Context: an optimization exercise on an open-source flow, tuned for small area. The choices shown serve that exercise and are no tape-out recipe.
The RTL was checked by simulation tests, not by an equivalence proof against the original design.
The flow treats the clock pin as an ideal source, which a real chip does not have.
Power is estimated from default activity; no workload was simulated.

== job 6291 ==
## jt51
module jt51(
    input               rst,     
    input               clk,     
    input               cen,     
    input               cen_p1,  
    input               cs_n,    
    input               wr_n,    
    input               a0,
    input       [7:0]   din,  
    output      [7:0]   dout,  
    output              ct1,
    output              ct2,
    output              irq_n,   
    output              sample,  
    output  signed  [15:0] left,
    output  signed  [15:0] right,
    output  signed  [15:0] xleft,
    output  signed  [15:0] xright,
    output  [15:0] dacleft,
    output  [15:0] dacright
);
assign dacleft  = { ~xleft [15],  xleft[14:0] };
assign dacright = { ~xright[15], xright[14:0] };
wire            keyon_II;
wire            pg_rst_III;
reg [5:0] rcnt;
always @(posedge clk, posedge rst)
    if( rst )
        rcnt <= 6'd0;
    else if( cen_p1 && !rcnt[5] )
        rcnt <= rcnt + 6'd1;
  ...
export LEC_CHECK = 0
export ABC_AREA = 1
export CAP_MARGIN = 0
export CORE_MARGIN = 2
export CORE_UTILIZATION = 60
export SLEW_MARGIN = 0
export SYNTH_MEMORY_MAX_BITS = 65536
create_clock -name core_clock -period 12.0 [get_ports {clk}]
standard.sh (not shown) runs the stock make flow with config.mk's settings and CLKGATE_MAP_FILE= SYNTH_SCRIPT=/design/flow/synth_recipe.tcl, a recipe that flattens the netlist after the stock synthesis.
==> flow/flow/run.sh <==
#!/bin/bash
# The standard layout (standard.sh), with one change: the clock tree is
# built without dummy loads (clock_tree_synthesis -dont_use_dummy_load) and
# with larger sink clusters. The make output goes to standard.log; ORFS
# writes each step's own log under orfs/logs/.
set -euo pipefail
export CTS_ARGS="-sink_clustering_enable -repair_clock_nets -dont_use_dummy_load -sink_clustering_size 24 -sink_clustering_max_diameter 60"
bash standard.sh finish > standard.log 2>&1
Input-level comparison between job 3626 and job 6291:
--- a/flow/flow/run.sh
+++ b/flow/flow/run.sh
@@ -6,3 +6,3 @@
 set -euo pipefail
-export CTS_ARGS="-sink_clustering_enable -repair_clock_nets -dont_use_dummy_load -sink_clustering_size 24 -sink_clustering_max_diameter 60"
+export CTS_ARGS="-sink_clustering_enable -repair_clock_nets -dont_use_dummy_load -sink_clustering_size 28 -sink_clustering_max_diameter 60"
 bash standard.sh finish > standard.log 2>&1
==> comparison <==
- For the net switching power, job 3626 came in 0.65% lower than job 6291 did.
- | transition at the pin with the smallest max-transition slack | job 3626 vs job 6291 | ≈ equal |
- Sum of internal, switching and leakage power shrinks slightly when moving from job 6291 to job 3626.
- Comparing job 6291 with job 3626, the power consumed by combinational cells came out essentially unchanged.
- Diff job 6291 and job 3626: aggregate global-route resource usage higher in job 6291
- Job 3626 vs job 6291, count of cells along the worst register-to-register path went down by 10%.
- Cmp job 3626 vs job 6291: maximum clock frequency higher in job 3626
For job 5499, these inputs were changed with respect to job 3626:
--- a/flow/flow/run.sh
+++ b/flow/flow/run.sh
@@ -6,3 +6,3 @@
 set -euo pipefail
-export CTS_ARGS="-sink_clustering_enable -repair_clock_nets -dont_use_dummy_load -sink_clustering_size 28 -sink_clustering_max_diameter 60"
+export CTS_ARGS="-sink_clustering_enable -repair_clock_nets -dont_use_dummy_load -sink_clustering_size 30 -sink_clustering_max_diameter 60"
 bash standard.sh finish > standard.log 2>&1
### Flow results
- Job 5499 finished every stage and its layout cleared the timing, DRC and antenna checks.
- Changes observed in job 5499 relative to job 3626: global-route met1 utilization did not really move; register share of total power up 0.2 points.
- Between job 3626 and job 5499, the difference in cell count is negligible.
- Compared job 3626 against job 5499; cell-internal power within noise.
For job 8299, these inputs were changed with respect to job 5499:
Settings: swapping 0 for 20 in SLEW_MARGIN; swapping 0 for 20 in CAP_MARGIN.
--- a/flow/flow/run.sh
+++ b/flow/flow/run.sh
@@ -6,3 +6,3 @@
 set -euo pipefail
-export CTS_ARGS="-sink_clustering_enable -repair_clock_nets -dont_use_dummy_load -sink_clustering_size 30 -sink_clustering_max_diameter 60"
+export CTS_ARGS="-sink_clustering_enable -repair_clock_nets -dont_use_dummy_load -sink_clustering_size 24 -sink_clustering_max_diameter 60"
 bash standard.sh finish > standard.log 2>&1
==> comparison <==
- Job 8299 completed; timing, DRC and antenna clean
- Final clock period utilization by the worst path sits lower in job 8299 than in job 5499.
- [diff] number of vias after detailed routing, job 8299 relative to job 5499: regression
- Relative to job 5499, the area of all placed cells without fillers of job 8299 is higher by 550 um^2.
- Summary — total wire length after detailed routing, job 8299 relative to job 5499: higher, by about 1.6%.
- Die area essentially unchanged between job 8299 and job 5499.
- Relative to job 5499, job 8299 degrades power.
- Measured against each other, job 8299 and job 5499 differ in met2 capacity usage during global routing, the higher figure coming from job 8299.
Input changes introduced in job 3183 (baseline for comparison: job 8299):
Settings: CAP_MARGIN now 0, was 20; SLEW_MARGIN now 0, was 20.
--- a/flow/flow/run.sh
+++ b/flow/flow/run.sh
@@ -6,3 +6,3 @@
 set -euo pipefail
-export CTS_ARGS="-sink_clustering_enable -repair_clock_nets -dont_use_dummy_load -sink_clustering_size 24 -sink_clustering_max_diameter 60"
+export CTS_ARGS="-sink_clustering_enable -repair_clock_nets -dont_use_dummy_load -sink_clustering_size 32 -sink_clustering_max_diameter 50"
 bash standard.sh finish > standard.log 2>&1
==> comparison <==
Job 3183 finished every stage and its layout cleared the timing, DRC and antenna checks.
Taking job 8299 as the reference, in job 3183 overall power now sits higher, post-synthesis cell type count shows no meaningful change, number of antenna diodes moved down.
Changes observed in job 3183 relative to job 8299: post-layout worst setup margin now sits higher; global-route wire length before repair now sits lower; first-iteration DRC count now sits lower.

========
== oak ==
Another version of the RTL of jt51 (not shown whole).
Size: ~13000 cells after synthesis, ~120 I/O pins, about 0.13 mm² of cells after synthesis.
export LEC_CHECK = 0
export ABC_AREA = 1
export CAP_MARGIN = 0
export CORE_MARGIN = 2
export CORE_UTILIZATION = 60
export GPL_TIMING_DRIVEN = 0
export SLEW_MARGIN = 0
export SYNTH_MEMORY_MAX_BITS = 65536
create_clock -name core_clock -period 12.0 [get_ports {clk}]
==> flow/flow/run.sh <==
#!/bin/bash
# The standard layout (standard.sh), with one change: the clock tree is
# built without dummy loads (clock_tree_synthesis -dont_use_dummy_load) and
# with larger sink clusters. The make output goes to standard.log; ORFS
# writes each step's own log under orfs/logs/.
set -euo pipefail
export CTS_ARGS="-sink_clustering_enable -repair_clock_nets -dont_use_dummy_load -sink_clustering_size 24 -sink_clustering_max_diameter 60"
bash standard.sh finish > standard.log 2>&1
To summarise oak: no stage aborted, but the layout did not pass its checks, failing on max-capacitance violations, max-slew violations.
Relative to oak, the following input files were edited for pine:
- a deleted GPL_TIMING_DRIVEN that had been 0
## What came out
pine completed end to end with timing, DRC and antenna clean. The timing startpoint of the critical path comes out u_lfo.pm[7] in one run and rcnt[4] in the other, namely in oak and pine respectively. Largest net degree at the start of global routing: lower on oak. oak → pine: wire length after detailed routing fell about 16%, number of detailed-route iterations in the first pass -3, overall power of the completed layout now sits lower, logic gate share of total power went down by 1.4 points.

## static timing again, ports no longer ideal
In the flow no input, the clock included, has a driving cell. The finished layouts below were timed again as built, in two steps.
Step 1: set_driving_cell puts a clkbuf_16 on clk and a buf_2 on each other input, an assumption about the parent block.
Step 2 moves the port delays by t, midway between the first and last clock arrival at a register: inputs arrive t later, outputs are due t later. That takes back most of the time a late clock gives input paths.
a / b / c = no drivers / after step 1 / after step 2; a / b = the first two.
run	shift t [ns]	setup slack, ns	slew at the worst register clock pin (ns)	worst data-port slew with drivers (ns)	pins driven straight from the clock port
job 6291	0.938	2.088 / 2.088 / 2.088	0.10 / 0.10	0.12	1
job 3626	0.931	2.156 / 2.156 / 2.156	0.11 / 0.11	0.12	1
job 5499	0.925	1.990 / 1.990 / 1.990	0.11 / 0.11	0.12	1
job 8299	0.938	2.088 / 2.088 / 2.088	0.10 / 0.10	0.12	1
job 3183	0.925	2.094 / 2.094 / 2.094	0.12 / 0.12	0.12	1
oak	0.956	1.174 / 1.174 / 1.174	0.12 / 0.12	0.24	1
pine	0.926	1.556 / 1.556 / 1.556	0.11 / 0.11	0.12	1
